Background: an optimization exercise with open tools, aiming at small area and a short achievable clock period. Do not read the settings as production practice. Function not checked in this run: the RTL went through the layout flow alone. Power figures rest on the tool's default switching activity, not on a simulated workload.

[flow/design.v]
module arm (
    input  logic        clk, rst,
    input  logic [31:0] Instr,
    input  logic [31:0] ReadData,
    output logic [31:0] WriteData,
    output logic [31:0] PC, ALUResult,
    output logic        MemWrite
);
    logic [31:0] PCF, InstrD;
    logic        RegWriteE, MemtoRegE, MemWriteE, BranchE, ALUSrcE, FlagWE;
    logic [1:0]  ALUCtlE;
    logic [3:0]  CondE, FlagsE, RA1E, RA2E, WA3E;
    logic [31:0] RD1E, RD2E, ExtImmE;
    logic        RegWriteM, MemtoRegM, MemWriteM;
    logic [3:0]  WA3M;
    logic [31:0] ALUOutM, WriteDataM;
    logic        RegWriteW;
    logic [3:0]  WA3W;
    logic [31:0] ResultW;
    logic [31:0] rf [0:14];
    logic [14:0] rf_valid;
    assign PC        = PCF;
    assign ALUResult = ALUOutM;
    assign WriteData = WriteDataM;
    assign MemWrite  = MemWriteM;
    logic CondExE, BranchTakenE;
    logic fN, fZ, fC, fV;
    assign {fN, fZ, fC, fV} = FlagsE;
    always_comb begin
        case (CondE)
            4'b0000: CondExE = fZ;
            4'b0001: CondExE = !fZ;
            4'b0010: CondExE = fC;
            4'b0011: CondExE = !fC;
            4'b0100: CondExE = fN;
            4'b0101: CondExE = !fN;
            4'b0110: CondExE = fV;
            4'b0111: CondExE = !fV;
            4'b1000: CondExE = !fZ && fC;
            4'b1001: CondExE = fZ || !fC;
            4'b1010: CondExE = !(fN ^ fV);
            4'b1011: CondExE = fN ^ fV;
            4'b1100: CondExE = !fZ && !(fN ^ fV);
            4'b1101: CondExE = fZ || (fN ^ fV);
            4'b1110: CondExE = 1'b1;
            default: CondExE = 1'b0;
        endcase
    end
    assign BranchTakenE = BranchE & CondExE;
    logic isDP, isADD, isSUB, isAND, isORR, isLDR, isSTR, isB, isBT;
    assign isADD = (InstrD[27:26] == 2'b00) && (InstrD[24:21] == 4'b0100);
    assign isSUB = (InstrD[27:26] == 2'b00) && (InstrD[24:21] == 4'b0010);
    assign isAND = (InstrD[27:21] == 7'b0000000);
    assign isORR = (InstrD[27:21] == 7'b0001100);
    assign isLDR = (InstrD[27:20] == 8'b01011001);
    assign isSTR = (InstrD[27:20] == 8'b01011000);
    assign isB   = (InstrD[27:24] == 4'b1010);
    assign isBT  = isB & CondExE;        
    assign isDP  = isADD | isSUB | isAND | isORR;
    logic        RegWriteD, MemtoRegD, MemWriteD, ALUSrcD, FlagWD;
    logic [1:0]  ALUCtlD;
    logic [3:0]  RA1D, RA2D;
    logic [31:0] ExtImmD;
    assign RegWriteD = isDP | isLDR;
    assign MemtoRegD = isLDR;
    assign MemWriteD = isSTR;
    assign ALUSrcD   = ((isADD | isSUB) & InstrD[25]) | isLDR | isSTR | isBT;
    assign FlagWD    = isDP & InstrD[20];
    assign ALUCtlD   = {isAND | isORR, isSUB | isORR};
    assign RA1D      = isBT ? 4'd15 : InstrD[19:16];
    assign RA2D      = (isLDR | isSTR) ? InstrD[15:12] : InstrD[3:0];
    always_comb begin
        if (isLDR | isSTR) ExtImmD = {20'b0, InstrD[11:0]};
        else if (isBT)     ExtImmD = {{6{InstrD[23]}}, InstrD[23:0], 2'b00};
        else               ExtImmD = {{24{InstrD[7]}}, InstrD[7:0]};
    end
    logic ldrStallD, PCWrPendingF, StallF, FlushD, FlushE;
    assign ldrStallD    = ((RA1D == WA3E) ^ (RA2D == WA3E)) & MemtoRegE;
    assign PCWrPendingF = BranchE ? !CondExE : isBT;
    assign StallF       = ldrStallD ^ PCWrPendingF;
    assign FlushD       = PCWrPendingF | BranchTakenE;
    assign FlushE       = ldrStallD ^ BranchTakenE;
    logic [31:0] RD1D, RD2D;
    logic byp1, byp2;
    assign byp1 = RegWriteW && (WA3W == RA1D);
    assign byp2 = RegWriteW && (WA3W == RA2D);
    always_comb begin
        RD1D = byp1 ? ResultW : 32'b0;
        RD2D = byp2 ? ResultW : 32'b0;
        for (int i = 0; i < 15; i++) begin
            if (!byp1 && rf_valid[i] && RA1D == i) RD1D = RD1D | rf[i];
            if (!byp2 && rf_valid[i] && RA2D == i) RD2D = RD2D | rf[i];
        end
    end
    logic [31:0] PCPlus4F, R15E, SrcAE, SrcBE, WriteDataE;
    assign PCPlus4F = PCF + 32'd4;
    assign R15E     = BranchTakenE ? PCPlus4F : PCF;
    logic fA_M, fA_W, fB_M, fB_W;
    assign fA_M = RegWriteM && (RA1E == WA3M);
    assign fA_W = RegWriteW && (RA1E == WA3W);
    assign fB_M = RegWriteM && (RA2E == WA3M);
    assign fB_W = RegWriteW && (RA2E == WA3W);
    always_comb begin
        if (fA_M)              SrcAE = ALUOutM;
        else if (fA_W)         SrcAE = ResultW;
        else if (RA1E == 4'd15) SrcAE = R15E;
        else                   SrcAE = RD1E;
        if (fB_M)              WriteDataE = ALUOutM;
        else if (fB_W)         WriteDataE = ResultW;
        else if (RA2E == 4'd15) WriteDataE = PCF;
        else                   WriteDataE = RD2E;
    end
    assign SrcBE = ALUSrcE ? ExtImmE : WriteDataE;
    logic        sub;
    logic [31:0] bm, sum, logicRes, ALUResultE;
    logic        cout;
    logic [33:0] sum34;
    assign sub   = ALUCtlE[0];
    assign bm    = SrcBE ^ {32{sub}};
    assign sum34 = {1'b0, SrcAE, 1'b1} + {1'b0, bm, sub};
    assign sum   = sum34[32:1];
    assign cout  = sum34[33];
    assign logicRes   = ALUCtlE[0] ? (SrcAE | SrcBE) : (SrcAE & SrcBE);
    assign ALUResultE = ALUCtlE[1] ? logicRes : sum;
    logic [31:0] prop, need;
    logic zSum, zLog;
    assign prop = SrcAE ^ bm;
    assign need = {SrcAE[30:0] | bm[30:0], sub};
    assign zSum = &(~(prop ^ need));
    assign zLog = ~|logicRes;
    logic [3:0] FlagsD;
    logic aN, aZ, aC, aV;
    assign aN = ALUResultE[31];
    assign aZ = ALUCtlE[1] ? zLog : zSum;
    assign aC = ~ALUCtlE[1] & cout;
    assign aV = (ALUCtlE == 2'b00) & (SrcAE[31] == SrcBE[31]) & (SrcAE[31] ^ sum[31]);
    assign FlagsD = FlagWE ? {aN, aZ, aC, aV} : 4'b0;
    logic [31:0] PCPrime;
    assign PCPrime = BranchTakenE ? sum : PCPlus4F;
    always_ff @(posedge clk) begin
        if (rst)          PCF <= 32'b0;
        else if (!StallF) PCF <= PCPrime;
        if (FlushD || rst)   InstrD <= 32'b0;
        else if (!ldrStallD) InstrD <= Instr;
        if (!FlushE) begin
            RegWriteE <= RegWriteD;
            MemtoRegE <= MemtoRegD;
            MemWriteE <= MemWriteD;
            ALUCtlE   <= ALUCtlD;
            BranchE   <= isBT;
            ALUSrcE   <= ALUSrcD;
            FlagWE    <= FlagWD;
            CondE     <= InstrD[31:28];
            FlagsE    <= FlagsD;
            RD1E      <= RD1D;
            RD2E      <= RD2D;
            RA1E      <= RA1D;
            RA2E      <= RA2D;
            WA3E      <= InstrD[15:12];
            ExtImmE   <= ExtImmD;
        end else begin
            RegWriteE <= 1'b0;
            MemtoRegE <= 1'b0;
            MemWriteE <= 1'b0;
            ALUCtlE   <= 2'b0;
            BranchE   <= 1'b0;
            ALUSrcE   <= 1'b0;
            FlagWE    <= 1'b0;
            CondE     <= 4'b1111;
            FlagsE    <= 4'b0;
            RD1E      <= 32'b0;
            RD2E      <= 32'b0;
            WA3E      <= 4'b0;
            ExtImmE   <= 32'b0;
        end
        if (!BranchTakenE) begin
            RegWriteM  <= RegWriteE & CondExE;
            MemtoRegM  <= MemtoRegE;
            MemWriteM  <= MemWriteE & CondExE;
            WriteDataM <= WriteDataE;
            ALUOutM    <= ALUResultE;
            WA3M       <= WA3E;
        end
        RegWriteW <= RegWriteM;
        WA3W      <= WA3M;
        ResultW   <= MemtoRegM ? ReadData : ALUOutM;
        for (int i = 0; i < 15; i++)
            if (RegWriteW && WA3W == i) rf[i] <= ResultW;
        if (rst) rf_valid <= 15'b0;
        else     rf_valid <= rf_valid | ({14'b0, RegWriteW} << WA3W);
    end
endmodule
[flow/run.sh]
#!/bin/bash
# synth_recipe.tcl (not shown) runs the flow's synth.tcl, then flattens the netlist and writes it again
# the make line also repeats each setting of config.mk as NAME=value (left out here)
make -C /OpenROAD-flow-scripts/flow DESIGN_CONFIG=/design/flow/config.mk WORK_HOME=/design/flow/orfs CLKGATE_MAP_FILE= SYNTH_SCRIPT=/design/flow/synth_recipe.tcl finish
[flow/config.mk]
export PLATFORM = sky130hd
export DESIGN_NAME = arm
export DESIGN_NICKNAME = arm
export VERILOG_FILES = /design/flow/design.v
export SDC_FILE = /design/flow/constraint.sdc
export NUM_CORES = 4
export LEC_CHECK = 0
export CAP_MARGIN = 20
export CORE_MARGIN = 2
export CORE_UTILIZATION = 40
export SETUP_SLACK_MARGIN = 0.5
export SLEW_MARGIN = 20
[flow/constraint.sdc]
create_clock -name core_clock -period 16.0 [get_ports {clk}]
set_input_delay 3.2000 -clock core_clock [delete_from_list [all_inputs] [get_ports {clk}]]
set_output_delay 3.2000 -clock core_clock [all_outputs]
set_load 0.01 [all_outputs]
==> run notes <==
==> sequential cells by signal, indices dropped and copies added (netlist names), 15 cells and up <==
signal and flops:
ALUOutM 32, ExtImmE 26, InstrD 32, PCF 32, RD1E 32, RD2E 32, ResultW 32, WriteDataM 32
rf 480, rf_valid 15
==> per-stage QoR <==
step	instance area (sq um)	power, mW	utilization (%)
after floorplan	38600	2.63	-
after global placement	41500	2.87	43.6
after detailed placement	41500	2.88	43.6
after CTS	44300	4.85	46.5
after global routing	44300	4.97	46.5
final	44300	4.85	46.5
==> final timing paths <==
path | startpoint | end | slack, ns
hold reg to reg | RegWriteM | RegWriteW | 0.48
setup / recovery | CondE[0] | FlagsE[3] | 8.37
hold / removal | RegWriteM | RegWriteW | 0.48
setup reg to reg | CondE[0] | FlagsE[3] | 8.37
==> logic make-up after synthesis <==
logic type               synth area share, %
AND/OR/NAND/NOR                         11.7
buffers and inverters                   3.86
AO/OA/AOI/OAI                           19.5
adder cells (fa/ha/maj)                 2.53
multiplexers                            4.00
flip-flops                              55.3
XOR/XNOR                                3.25
==> power by group through the flow <==
stage	combinational [mW]	clock (mW)	sequential, mW
2_1_floorplan	0.224	0	2.40
3_3_place_gp	0.393	0	2.48
3_5_place_dp	0.393	0	2.48
4_1_cts	0.395	2.01	2.44
5_1_grt	0.424	2.10	2.45
6_report	0.403	2.00	2.45
==> routing by layer <==
metal	up-vias	global-route usage [%]	share of wire, %
met5	-	0	0
met4	0	19.0	6.7
met3	555	7.70	13
met2	2532	47.4	43
met1	15600	41.2	37
li1	13500	-	-
==> area by class of cell <==
cell class | instances | area (sq um)
repair buffers | 248 | 2260
fillers | 8728 | 50900
diodes | 3 | 7.51
inverters | 105 | 397
clock buffers | 110 | 2330
well taps | 1265 | 1580
multi-input cells | 2294 | 16000
flip-flops and latches | 785 | 21300
clock inverters | 46 | 470
==> cells in the final DEF (no fill, tap or decap), types with 80 or more instances in the layout <==
master,n
a21oi_1,141
inv_1,103
nand2_1,270
a22oi_1,202
edfxtp_1,559
clkbuf_16,87
buf_4,86
mux2i_1,88
dfxtp_1,223
o21ai_0,148
xnor2_1,100
nor2_1,208
a22o_1,80
clkdlybuf4s50_1,161
a221oi_1,104
==> worst max-delay path, stage by stage (launching register included) <==
cell,delay (ns)
dfxtp_1,0.59
nor3_1,0.12
o311a_1,0.42
o31ai_2,0.74
nand3_2,0.53
inv_4,0.60
buf_4,0.69
o311ai_0,0.23
o2111a_1,0.19
o22a_1,0.25
ha_1,0.39
inv_1,0.19
o21bai_1,0.11
a21oi_1,0.30
o21ai_0,0.14
a21oi_1,0.15
o21ai_0,0.13
a21oi_1,0.24
o21ai_0,0.25
a311oi_1,0.93
o21a_1,0.20
and3_1,0.15
==> cell usage after synthesis, types with 16 or more instances <==
cell type,instances
xor2_1,40
a211oi_1,23
a21oi_1,142
a22oi_1,202
and2_1,24
nor4_1,24
a21o_1,44
o21ai_0,148
nor3_1,49
dfxtp_1,226
a22o_1,80
a222oi_1,65
a31oi_1,72
and3_1,34
and4_1,55
mux2_2,53
nor2_1,221
nand2b_1,21
nand3_1,66
edfxtp_1,559
xnor2_1,100
or3_1,16
buf_2,37
nand2_1,271
nand4_1,49
a221oi_1,104
mux2i_1,88
clkbuf_1,211
ha_1,66
o21a_1,32
inv_1,104
==> results.json <==
{
  "overflow": 0,
  "die_y_um": 315,
  "yosys.cell_types.count": 93,
  "routed_via_density": 6.63,
  "hold_viol": 0,
  "grt_max_degree": 66,
  "pwr-share-clk_pct": 41.3,
  "dieWidth_um": 315,
  "synthArstFlopShare_pct": 0,
  "setup_slack_ns": 8.37,
  "rows": 113,
  "cts_max_path_buffers": 3,
  "die_area_sq_um": 98900,
  "worst_ep_required_time_ns": 16.60,
  "yosysTopAreaCellShare_pct": 43.5,
  "initial_core_util_pct": 40.5,
  "drc": 0,
  "p_sw_mw": 1.25,
  "p_comb_share_pct": 8.3,
  "min_path_cells": 0,
  "gp_congestion": 1.03,
  "clock_latency_ns": 0.66,
  "critPathLaunchType": "flip-flop",
  "cts_setup_buffers": 0,
  "cts_root_buffer": "clkbuf_16",
  "yosysTopAreaCell": "edfxtp_1",
  "pin_count": 163,
  "powerDensity_nw_per_um2": 109,
  "synth-edff-count": 559,
  "core_area_sq_um": 95300,
  "synth_ff_type": "edfxtp_1",
  "internal-power_mw": 3.60,
  "critPathArrivalTime_ns": 8.23,
  "p_leak_nw": 15.3,
  "area_delta_synth_final_pct": 15.0,
  "syn_area_sq_um": 38600,
  "dp_cells": 4697,
  "fin_cells": 4856,
  "wl_per_cell_um": 33.2,
  "clk_pin_slew_ns": 0.07,
  "io_buffer_count": 162,
  "fmax_mhz": 131,
  "drv_slew": 0,
  "yosysWarnings": 2,
  "cts_resized": 0,
  "crit_path_end_kind": "flip-flop",
  "first_pass_iters": 7,
  "p_sw_share_pct": 25.9,
  "ys_seq_area_share_pct": 55.3,
  "grt_pass1_wl_um": 223000,
  "finalSetupViolations": 0,
  "yosys-top-cells-area": "edfxtp_1 (44%), dfxtp_1 (12%), a22oi_1 (3.9%)",
  "dp_slack_ns": 8.63,
  "period_needed_ns": 7.63,
  "worst_r2r_path_depth": 21,
  "postCtsHoldBufs": 0,
  "cts-buffers-inserted": 85,
  "hold_class": "flip-flop to flip-flop",
  "postSynthCellCount": 3454,
  "drt_iter0_markers": 5246,
  "dp_hpwl_um": 98600,
  "path_max_fanout": 55,
  "first_global_vias": 30300,
  "rsz0062_at_grt": "no",
  "run_status": "timing/DRC/antenna clean",
  "skew_ns": 0.0305,
  "fin_nets": 3651,
  "antenna_found_initial": 9,
  "p_seq_share_pct": 50.4,
  "drive_gt1_share_pct": 9.95,
  "cts_sinks": 785,
  "syn_avg_cell_area_sq_um": 11.2,
  "finalCritPeriodShare_pct": 47.7,
  "relSlewSlack_pct": 17.6,
  "cap_violations": 0,
  "ys_seq_elements": 785,
  "whs_ns": 0.476,
  "tns_ns": 0,
  "synth_fp_nets": 3586,
  "worstSetupPathType": "flip-flop to flip-flop",
  "grt_use_total_pct": 31.6,
  "routed-via-count": 32200,
  "wl_um": 161000,
  "max-vdd-ir-drop_mv": 0.0745,
  "cts_tree": "yes",
  "tightest_slew_ns": 1.23,
  "h-tree-depth": 3,
  "antenna_left": 0
}

==> what the ideal ports hide <==
No port has a modelled driver above. Below, the same layout with a new extraction and two added sets of constraints. Step 1: set_driving_cell puts a clkbuf_16 on clk and a buf_2 on each other input, an assumption about the parent block. Step 2 also shifts input and output timing later by t, the mid clock arrival at the registers, as if the neighbouring blocks saw the same clock. Three values: no drivers, after step 1, after step 2; two values: the first two.
shift t [ns]: 0.718
setup WS [ns]: 8.368 / 8.368 / 8.368
worst setup path after step 2: register to register
slew at the worst register clock pin (ns): 0.07 / 0.07
cell pins on the clock port's net: 1
After both steps setup and hold are still met in this run. The setup slack of this run moves by 0.000 ns with the drivers and by 0.000 ns with both steps.
